Context: an optimization exercise on an open-source flow, tuned for a short achievable clock period and few clock cycles. The choices shown serve that exercise and are no tape-out recipe. Where RTL was checked, it was by simulation tests only, not by an equivalence proof against the original. Power is estimated from default activity; no workload was simulated.

==> inputs of yarrow <==
Design Mips, start of the top module:
module Mips(
	input clk,
	input rst,
	output[31:0] imem_addr,
	input[31:0] imem_data,
	output[17:0] SRAM_ADDR,
	output[15:0] SRAM_WDATA,
	input[15:0] SRAM_RDATA,
	output SRAM_WE_N
);
export LEC_CHECK = 0
export CAP_MARGIN = 20
export CORE_MARGIN = 2
export CORE_UTILIZATION = 40
export SLEW_MARGIN = 40
create_clock -name core_clock -period 15.0 [get_ports {clk}]
standard.sh (not shown) runs the stock make flow with config.mk's settings and CLKGATE_MAP_FILE= SYNTH_SCRIPT=/design/flow/synth_recipe.tcl, a recipe that flattens the netlist after the stock synthesis.
==> flow/flow/run.sh <==
#!/bin/bash
# Standard ORFS layout (the standard.sh), with timing repair aimed well
# below the 15 ns clock: repair_timing keeps working until the setup slack
# reaches SETUP_SLACK_MARGIN (10.8 ns below the 15 ns clock).
export SETUP_SLACK_MARGIN=10.8
bash standard.sh > standard.log 2>&1
==> xenon: changes against yarrow <==
--- a/flow/design.v
+++ b/flow/design.v
@@ -10,26 +10,25 @@
 );
 localparam CIB = 4;               
 localparam NCS = 1 << CIB;        
 localparam CTB = 16 - CIB;        
 localparam SBB = 2;               
 localparam SBD = 1 << SBB;        
 localparam [1:0] S_IDLE = 2'd0, S_ISSHI = 2'd1, S_CAPLO = 2'd2, S_CAPHI = 2'd3;
 reg [31:0] pcf;
-reg [31:0] ia_q;          
 reg [15:0] btb_v;
 reg [25:0] btb_tag [0:15];
 reg [29:0] btb_tgt [0:15];
 reg [2:0]  btb_ctr [0:15];
 reg [7:0]  btb_dif [0:15];
 reg [15:0] btb_xn;
 reg        v2;
 reg [31:0] pc2, seq2;
-reg [23:0] seq2_p1, seq2_m1;    
+reg [21:0] seq2_p1, seq2_m1;    
 reg        bh2, pt2;
 reg [2:0]  bc2;
 reg        vS;
 reg [31:0] irS, pcS, seqS;
 reg [9:0]  pdS;
 reg [31:0] opA_S, opB_S;
 reg        srcF_S;         
 reg        bWA_S, bWB_S, bW2A_S, bW2B_S;
@@ -39,18 +38,16 @@
 reg [31:0] irD, pcD, seqD;
 reg [9:0]  pdD;
 reg        bhD, ptD;
 reg [2:0]  bcD;
 reg [31:0] opA_D, opB_D;
 reg        srcF_D;         
 reg [31:0] opA_F, opB_F;   
 reg        bWA_D, bWB_D;   
-reg        mrd;            
-reg [31:0] mrdTgt;
 reg        bW2A_D, bW2B_D;  
 reg        eA_r, eB_r;     
 reg [31:0] rf [1:31];
 reg [31:1] rfv;           
 reg        vE;
 reg [31:0] A_E, B_E, T_E;
 reg [4:0]  rsE, rtE;
 reg        uA_E, uB_E, uT_E;
@@ -95,17 +92,17 @@
 reg [15:0] sb_a [0:SBD-1];
 reg [31:0] sb_d [0:SBD-1];
 reg [SBB-1:0] sb_h, sb_t;
 reg [SBB:0]   sb_n;
 reg        sb_ph;
 reg [17:0] sa;
 reg [15:0] sw;
 reg        swe_n;
-assign imem_addr = ia_q;
+assign imem_addr = pcf;
 assign SRAM_ADDR = sa;
 assign SRAM_WDATA = sw;
 assign SRAM_WE_N = swe_n;
 wire [3:0]  fi = pcf[5:2];
 wire        bhit = btb_v[fi] && (btb_tag[fi] == pcf[31:6]);
 wire [2:0]  bctr = btb_ctr[fi];
 wire        bpt = bhit && bctr[2] && !btb_xn[fi];
 wire [31:0] pcf4 = pcf + 32'd4;
@@ -137,27 +134,26 @@
 wire [31:0] rdA_N = (rsN != 5'd0 && rfv[rsN]) ? rf[rsN] : 32'd0;
 wire [31:0] rdB_N = (rtN != 5'd0 && rfv[rtN]) ? rf[rtN] : 32'd0;
 wire bW2A_N = weW && destW == rsN && rsN != 5'd0;
 wire bW2B_N = weW && destW == rtN && rtN != 5'd0;
 wire [5:0] opF = imem_data[31:26];
 wire isBezF = (opF == 6'd40);
 wire isBneF = (opF == 6'd41);
 wire stTakenF = imem_data[15] || (isBezF && rsN == 5'd0) || (isBneF && rsN != rtN);
-wire shortF = (imem_data[15:5] == 11'h000) || (imem_data[15:5] == 11'h7FF);
-wire nzShortF = (|imem_data[5:0]) || imem_data[15];
+wire shortF = (imem_data[15:7] == 9'h000) || (imem_data[15:7] == 9'h1FF);
 wire rdF_fire = v2 && !pt2 && shortF && ((opF == 6'd42) ||
-                ((isBezF || isBneF) && stTakenF && !bh2 && nzShortF));
-wire [6:0]  tgtF_lo = {1'b0, seq2[7:2]} + {1'b0, imem_data[5:0]};
-wire [23:0] upF = seq2[31:8];
-wire [23:0] upF_p1 = seq2_p1;
-wire [23:0] upF_m1 = seq2_m1;
-wire [23:0] tgtF_hi = (tgtF_lo[6] && !imem_data[15]) ? upF_p1 :
-                      (!tgtF_lo[6] && imem_data[15]) ? upF_m1 : upF;
-wire [31:0] tgtF = {tgtF_hi, tgtF_lo[5:0], 2'b00};
+                ((isBezF || isBneF) && stTakenF && !bh2 && imem_data[15:0] != 16'd0));
+wire [8:0]  tgtF_lo = {1'b0, seq2[9:2]} + {1'b0, imem_data[7:0]};
+wire [21:0] upF = seq2[31:10];
+wire [21:0] upF_p1 = seq2_p1;
+wire [21:0] upF_m1 = seq2_m1;
+wire [21:0] tgtF_hi = (tgtF_lo[8] && !imem_data[15]) ? upF_p1 :
+                      (!tgtF_lo[8] && imem_data[15]) ? upF_m1 : upF;
+wire [31:0] tgtF = {tgtF_hi, tgtF_lo[7:0], 2'b00};
 wire ptF = pt2 || rdF_fire;
 wire [5:0] opD = irD[31:26];
 wire [4:0] rsD = irD[25:21];
 wire [4:0] rtD = irD[20:16];
 wire [4:0] rdD = irD[15:11];
 wire [31:0] sxD = {{16{irD[15]}}, irD[15:0]};
 wire isRD    = pdD[0];
 wire isAddiD = pdD[1];
@@ -283,17 +279,17 @@
 		S_ISSHI: mst_n = S_CAPLO;
 		S_CAPLO: mst_n = S_CAPHI;
 		default: mst_n = S_IDLE;
 	endcase
 	if (ldAlloc) mst_n = specE ? S_CAPLO : S_ISSHI;
 end
 wire accD = !vD || (advE && !hazD);
 wire fetch_ok = !rst && (accD || (!vS && !v2));
-wire goD = vD && advE && !hazD && !mispE && !mrd;    
+wire goD = vD && advE && !hazD && !mispE;    
 wire brD = (isBezD || isBneD) && nzD;
 wire bneSame = isBneD && sameD;                       
 wire eA = eA_r;                  
 wire eB = eB_r && isBneD;        
 wire useE = (eA || eB) && !bneSame;
 wire lbHazB = lbV && lbWe && (rsD == lbDest || (isBneD && rtD == lbDest));
 wire eAdd = cAdd_E;
 wire eLog = cAnd_E | cOr_E | cNor_E | cXor_E;
@@ -304,85 +300,78 @@
 wire [31:0] ggE = Af & bxE;
 wire [31:0] cyE = ggE | (ppE & ~xD);
 wire eqAdd = ((ppE ^ xD) == {cyE[30:0], subE});
 wire [31:0] logE = ({32{cAnd_E}} & (Af & Bf)) | ({32{cOr_E}} & (Af | Bf)) |
                    ({32{cNor_E}} & ~(Af | Bf)) | ({32{cXor_E}} & (Af ^ Bf));
 wire eqLog = (logE == xD);
 wire eqLd = (cdE == xD);
 wire eqE_x = eAdd ? eqAdd : eLog ? eqLog : eqLd;
-wire [31:0] cyE0 = ggE | ppE;
-wire eqAdd0 = (ppE == {cyE0[30:0], subE});
+wire eqAdd0 = (ppE == {ggE[30:0], subE});
 wire eqE_0 = eAdd ? eqAdd0 : eLog ? (logE == 32'd0) : (cdE == 32'd0);
 wire eqE = isBezD ? eqE_0 : eqE_x;
 wire eqR = isBezD ? (rfA == 32'd0) : (rfA == rfB);
 wire eqD = bneSame | (useE ? eqE : eqR);
 wire takenD = isBezD ? eqD : !eqD;
 wire resD = brD && goD && !lbHazB && (!useE || eAdd || eLog || eLd);
-wire rdD_fire = vD && isJmpD && !ptD && !mrd;
+wire rdD_fire = vD && isJmpD && !ptD;
 wire mispD = resD && (takenD != ptD);
-assign spec_go = vD && isLdD && !hazD && advE && !mrd && !p_hi && !p_new;
-wire rdF_eff = rdF_fire && !mispE && !mrd && !rdD_fire;
-wire [31:0] pcf_n = rdF_eff ? tgtF :
-                    mispE ? redirE : mrd ? mrdTgt : rdD_fire ? tgtD : fetch_ok ? npc : pcf;
+assign spec_go = vD && isLdD && !hazD && advE && !p_hi && !p_new;
+wire [31:0] pcf_n = mispD ? (ptD ? seqD : tgtD) :
+                    mispE ? redirE : rdD_fire ? tgtD : rdF_fire ? tgtF : fetch_ok ? npc : pcf;
 integer i;
-always @(posedge clk)
-	ia_q <= pcf_n;
 wire [4:0] rsNew = vS ? rsS : rsN;
 wire [4:0] rtNew = vS ? rtS : rtN;
 always @(posedge clk) begin
 	if (advE) begin
 		eA_r <= goD && weD && destD == rsNew;
 		eB_r <= goD && weD && destD == rtNew;
 	end else if (accD) begin
 		eA_r <= vE && weE && destE == rsNew;
 		eB_r <= vE && weE && destE == rtNew;
 	end
 end
 always @(posedge clk or posedge rst) begin
 	if (rst) begin
 		pcf <= 32'd0;
-		mrd <= 1'b0;
 		v2 <= 1'b0;
 		vS <= 1'b0;
 		vD <= 1'b0;
 		ptD <= 1'b0;
 	end else begin
 		pcf <= pcf_n;
-		mrd <= mispD;
-		v2 <= !mispE && !mrd && !rdD_fire && !rdF_fire && fetch_ok;
-		if (mispE || mrd || rdD_fire)
+		v2 <= !mispE && !mispD && !rdD_fire && !rdF_fire && fetch_ok;
+		if (mispE || mispD || rdD_fire)
 			vS <= 1'b0;
 		else if (accD)
 			vS <= vS & v2;
 		else if (v2)
 			vS <= 1'b1;
-		if (mispE || mrd)
+		if (mispE)
 			vD <= 1'b0;
 		else if (accD) begin
-			if (rdD_fire)
+			if (mispD || rdD_fire)
 				vD <= 1'b0;
 			else if (vS) begin
 				vD <= 1'b1;
 				ptD <= ptS;
 			end else begin
 				vD <= v2;
 				ptD <= ptF;
 			end
 		end else if (rdD_fire)
 			ptD <= 1'b1;
 	end
 end
 always @(posedge clk) begin
-	mrdTgt <= ptD ? seqD : tgtD;
 	if (fetch_ok) begin
 		pc2 <= pcf;
 		seq2 <= pcf4;
-		seq2_p1 <= pcf4[31:8] + 24'd1;
-		seq2_m1 <= pcf4[31:8] - 24'd1;
+		seq2_p1 <= pcf4[31:10] + 22'd1;
+		seq2_m1 <= pcf4[31:10] - 22'd1;
 		bh2 <= bhit;
 		bc2 <= bctr;
 		pt2 <= bpt;
 	end
 	opA_F <= rdA_N;
 	opB_F <= rdB_N;
 	opA_S <= rfA_S;
 	opB_S <= rfB_S;
==> flow/flow/run.sh (replaced) <==
#!/bin/bash
# Standard ORFS layout (the standard.sh), with timing repair aimed well
# below the 15 ns clock: repair_timing keeps working until the setup slack
# reaches SETUP_SLACK_MARGIN (10.6 ns below the 15 ns clock).
export SETUP_SLACK_MARGIN=10.6
bash standard.sh > standard.log 2>&1
==> raven: changes against yarrow <==
--- a/flow/design.v
+++ b/flow/design.v
@@ -19,17 +19,17 @@
 reg [15:0] btb_v;
 reg [25:0] btb_tag [0:15];
 reg [29:0] btb_tgt [0:15];
 reg [2:0]  btb_ctr [0:15];
 reg [7:0]  btb_dif [0:15];
 reg [15:0] btb_xn;
 reg        v2;
 reg [31:0] pc2, seq2;
-reg [23:0] seq2_p1, seq2_m1;    
+reg [21:0] seq2_p1, seq2_m1;    
 reg        bh2, pt2;
 reg [2:0]  bc2;
 reg        vS;
 reg [31:0] irS, pcS, seqS;
 reg [9:0]  pdS;
 reg [31:0] opA_S, opB_S;
 reg        srcF_S;         
 reg        bWA_S, bWB_S, bW2A_S, bW2B_S;
@@ -39,18 +39,16 @@
 reg [31:0] irD, pcD, seqD;
 reg [9:0]  pdD;
 reg        bhD, ptD;
 reg [2:0]  bcD;
 reg [31:0] opA_D, opB_D;
 reg        srcF_D;         
 reg [31:0] opA_F, opB_F;   
 reg        bWA_D, bWB_D;   
-reg        mrd;            
-reg [31:0] mrdTgt;
 reg        bW2A_D, bW2B_D;  
 reg        eA_r, eB_r;     
 reg [31:0] rf [1:31];
 reg [31:1] rfv;           
 reg        vE;
 reg [31:0] A_E, B_E, T_E;
 reg [4:0]  rsE, rtE;
 reg        uA_E, uB_E, uT_E;
@@ -137,27 +135,26 @@
 wire [31:0] rdA_N = (rsN != 5'd0 && rfv[rsN]) ? rf[rsN] : 32'd0;
 wire [31:0] rdB_N = (rtN != 5'd0 && rfv[rtN]) ? rf[rtN] : 32'd0;
 wire bW2A_N = weW && destW == rsN && rsN != 5'd0;
 wire bW2B_N = weW && destW == rtN && rtN != 5'd0;
 wire [5:0] opF = imem_data[31:26];
 wire isBezF = (opF == 6'd40);
 wire isBneF = (opF == 6'd41);
 wire stTakenF = imem_data[15] || (isBezF && rsN == 5'd0) || (isBneF && rsN != rtN);
-wire shortF = (imem_data[15:5] == 11'h000) || (imem_data[15:5] == 11'h7FF);
-wire nzShortF = (|imem_data[5:0]) || imem_data[15];
+wire shortF = (imem_data[15:7] == 9'h000) || (imem_data[15:7] == 9'h1FF);
 wire rdF_fire = v2 && !pt2 && shortF && ((opF == 6'd42) ||
-                ((isBezF || isBneF) && stTakenF && !bh2 && nzShortF));
-wire [6:0]  tgtF_lo = {1'b0, seq2[7:2]} + {1'b0, imem_data[5:0]};
-wire [23:0] upF = seq2[31:8];
-wire [23:0] upF_p1 = seq2_p1;
-wire [23:0] upF_m1 = seq2_m1;
-wire [23:0] tgtF_hi = (tgtF_lo[6] && !imem_data[15]) ? upF_p1 :
-                      (!tgtF_lo[6] && imem_data[15]) ? upF_m1 : upF;
-wire [31:0] tgtF = {tgtF_hi, tgtF_lo[5:0], 2'b00};
+                ((isBezF || isBneF) && stTakenF && !bh2 && imem_data[15:0] != 16'd0));
+wire [8:0]  tgtF_lo = {1'b0, seq2[9:2]} + {1'b0, imem_data[7:0]};
+wire [21:0] upF = seq2[31:10];
+wire [21:0] upF_p1 = seq2_p1;
+wire [21:0] upF_m1 = seq2_m1;
+wire [21:0] tgtF_hi = (tgtF_lo[8] && !imem_data[15]) ? upF_p1 :
+                      (!tgtF_lo[8] && imem_data[15]) ? upF_m1 : upF;
+wire [31:0] tgtF = {tgtF_hi, tgtF_lo[7:0], 2'b00};
 wire ptF = pt2 || rdF_fire;
 wire [5:0] opD = irD[31:26];
 wire [4:0] rsD = irD[25:21];
 wire [4:0] rtD = irD[20:16];
 wire [4:0] rdD = irD[15:11];
 wire [31:0] sxD = {{16{irD[15]}}, irD[15:0]};
 wire isRD    = pdD[0];
 wire isAddiD = pdD[1];
@@ -283,17 +280,17 @@
 		S_ISSHI: mst_n = S_CAPLO;
 		S_CAPLO: mst_n = S_CAPHI;
 		default: mst_n = S_IDLE;
 	endcase
 	if (ldAlloc) mst_n = specE ? S_CAPLO : S_ISSHI;
 end
 wire accD = !vD || (advE && !hazD);
 wire fetch_ok = !rst && (accD || (!vS && !v2));
-wire goD = vD && advE && !hazD && !mispE && !mrd;    
+wire goD = vD && advE && !hazD && !mispE;    
 wire brD = (isBezD || isBneD) && nzD;
 wire bneSame = isBneD && sameD;                       
 wire eA = eA_r;                  
 wire eB = eB_r && isBneD;        
 wire useE = (eA || eB) && !bneSame;
 wire lbHazB = lbV && lbWe && (rsD == lbDest || (isBneD && rtD == lbDest));
 wire eAdd = cAdd_E;
 wire eLog = cAnd_E | cOr_E | cNor_E | cXor_E;
@@ -304,30 +301,28 @@
 wire [31:0] ggE = Af & bxE;
 wire [31:0] cyE = ggE | (ppE & ~xD);
 wire eqAdd = ((ppE ^ xD) == {cyE[30:0], subE});
 wire [31:0] logE = ({32{cAnd_E}} & (Af & Bf)) | ({32{cOr_E}} & (Af | Bf)) |
                    ({32{cNor_E}} & ~(Af | Bf)) | ({32{cXor_E}} & (Af ^ Bf));
 wire eqLog = (logE == xD);
 wire eqLd = (cdE == xD);
 wire eqE_x = eAdd ? eqAdd : eLog ? eqLog : eqLd;
-wire [31:0] cyE0 = ggE | ppE;
-wire eqAdd0 = (ppE == {cyE0[30:0], subE});
+wire eqAdd0 = (ppE == {ggE[30:0], subE});
 wire eqE_0 = eAdd ? eqAdd0 : eLog ? (logE == 32'd0) : (cdE == 32'd0);
 wire eqE = isBezD ? eqE_0 : eqE_x;
 wire eqR = isBezD ? (rfA == 32'd0) : (rfA == rfB);
 wire eqD = bneSame | (useE ? eqE : eqR);
 wire takenD = isBezD ? eqD : !eqD;
 wire resD = brD && goD && !lbHazB && (!useE || eAdd || eLog || eLd);
-wire rdD_fire = vD && isJmpD && !ptD && !mrd;
+wire rdD_fire = vD && isJmpD && !ptD;
 wire mispD = resD && (takenD != ptD);
-assign spec_go = vD && isLdD && !hazD && advE && !mrd && !p_hi && !p_new;
-wire rdF_eff = rdF_fire && !mispE && !mrd && !rdD_fire;
-wire [31:0] pcf_n = rdF_eff ? tgtF :
-                    mispE ? redirE : mrd ? mrdTgt : rdD_fire ? tgtD : fetch_ok ? npc : pcf;
+assign spec_go = vD && isLdD && !hazD && advE && !p_hi && !p_new;
+wire [31:0] pcf_n = mispD ? (ptD ? seqD : tgtD) :
+                    mispE ? redirE : rdD_fire ? tgtD : rdF_fire ? tgtF : fetch_ok ? npc : pcf;
 integer i;
 always @(posedge clk)
 	ia_q <= pcf_n;
 wire [4:0] rsNew = vS ? rsS : rsN;
 wire [4:0] rtNew = vS ? rtS : rtN;
 always @(posedge clk) begin
 	if (advE) begin
 		eA_r <= goD && weD && destD == rsNew;
@@ -335,54 +330,51 @@
 	end else if (accD) begin
 		eA_r <= vE && weE && destE == rsNew;
 		eB_r <= vE && weE && destE == rtNew;
 	end
 end
 always @(posedge clk or posedge rst) begin
 	if (rst) begin
 		pcf <= 32'd0;
-		mrd <= 1'b0;
 		v2 <= 1'b0;
 		vS <= 1'b0;
 		vD <= 1'b0;
 		ptD <= 1'b0;
 	end else begin
 		pcf <= pcf_n;
-		mrd <= mispD;
-		v2 <= !mispE && !mrd && !rdD_fire && !rdF_fire && fetch_ok;
-		if (mispE || mrd || rdD_fire)
+		v2 <= !mispE && !mispD && !rdD_fire && !rdF_fire && fetch_ok;
+		if (mispE || mispD || rdD_fire)
 			vS <= 1'b0;
 		else if (accD)
 			vS <= vS & v2;
 		else if (v2)
 			vS <= 1'b1;
-		if (mispE || mrd)
+		if (mispE)
 			vD <= 1'b0;
 		else if (accD) begin
-			if (rdD_fire)
+			if (mispD || rdD_fire)
 				vD <= 1'b0;
 			else if (vS) begin
 				vD <= 1'b1;
 				ptD <= ptS;
 			end else begin
 				vD <= v2;
 				ptD <= ptF;
 			end
 		end else if (rdD_fire)
 			ptD <= 1'b1;
 	end
 end
 always @(posedge clk) begin
-	mrdTgt <= ptD ? seqD : tgtD;
 	if (fetch_ok) begin
 		pc2 <= pcf;
 		seq2 <= pcf4;
-		seq2_p1 <= pcf4[31:8] + 24'd1;
-		seq2_m1 <= pcf4[31:8] - 24'd1;
+		seq2_p1 <= pcf4[31:10] + 22'd1;
+		seq2_m1 <= pcf4[31:10] - 22'd1;
 		bh2 <= bhit;
 		bc2 <= bctr;
 		pt2 <= bpt;
 	end
 	opA_F <= rdA_N;
 	opB_F <= rdB_N;
 	opA_S <= rfA_S;
 	opB_S <= rfB_S;
==> comparison table <==
item	yarrow	raven	xenon
Number of distinct standard cells referenced by the synthesized netlist	98	108	108
Final design area excluding fillers	243000 um^2	245000 um^2	242000 um^2
Slowest cell on crit path	sky130_fd_sc_hd__nand4_1	sky130_fd_sc_hd__or4_1	sky130_fd_sc_hd__fa_2
First-pass iteration count of the detailed router	13	8	8
Path type of the worst setup path	reg -> reg	reg -> reg	in -> reg
Top power consumer group	combinational cells	registers	registers
Via count normalized by instance count	6.27	6.38	6.34
Count of inserted antenna diode cells	30	22	29
Post-DP Area	212000 um^2	212000 um^2	212000 um^2
Buffer count from post-CTS setup fixing	322	428	340
Power Total	48.5 mW	36.2 mW	37.0 mW
Clock Power	11.6 mW	11.4 mW	11.8 mW
Run status	no timing/DRC/antenna violations	no timing/DRC/antenna violations	no timing/DRC/antenna violations
Clock tree sinks	4335	4298	4266
Total routed wire length on the met1 layer	277000 um	293000 um	294000 um
Time the worst path needs with I/O delays and setup	4.87 ns	4.96 ns	5.00 ns
Slowest cell delay on critical path	0.62 ns	0.55 ns	0.36 ns
CP Buf/Inv Count	7	6	5
Net load switching power	18.7 mW	11.7 mW	12.0 mW
RR Startpoint	wE[8]$_DFFE_PN_	srcF_D$_SDFF_PP0_	A_E[21]$_DFFE_PP_
Final worst slack	10.13 ns	10.04 ns	10.00 ns
Area share of buffers outside the clock network	6.64%	7.03%	6.40%
Synthesized-area fraction occupied by adder cells	1.91%	2.03%	2.04%
Testbench counts of raven, summed over its fixed seeds: cycles 62,400.
Only the layout flow was run in yarrow and xenon; the RTL was not checked for function there.

[port drivers added, routing unchanged]
No port has a modelled driver above. Below, the same layouts with a new extraction and two added sets of constraints.
Step 1: set_driving_cell puts a clkbuf_16 on clk and a buf_2 on each other input, an assumption about the parent block.
Step 2 moves the port delays by t, midway between the first and last clock arrival at a register: inputs arrive t later, outputs are due t later. That takes back most of the time a late clock gives input paths.
Three values: ideal, step 1, step 2; two values: the first two.
run	t (ns)	setup slack, ns	worst setup path after step 2
yarrow	1.141	10.130 / 10.130 / 9.180	input to register
xenon	1.162	10.003 / 9.902 / 8.743	input to register
raven	1.165	10.043 / 10.043 / 9.089	input to register
After both steps every run listed still meets setup and hold. For xenon, which loses most, drivers alone change the setup slack by -0.101 ns; drivers and shift together by -1.260 ns.
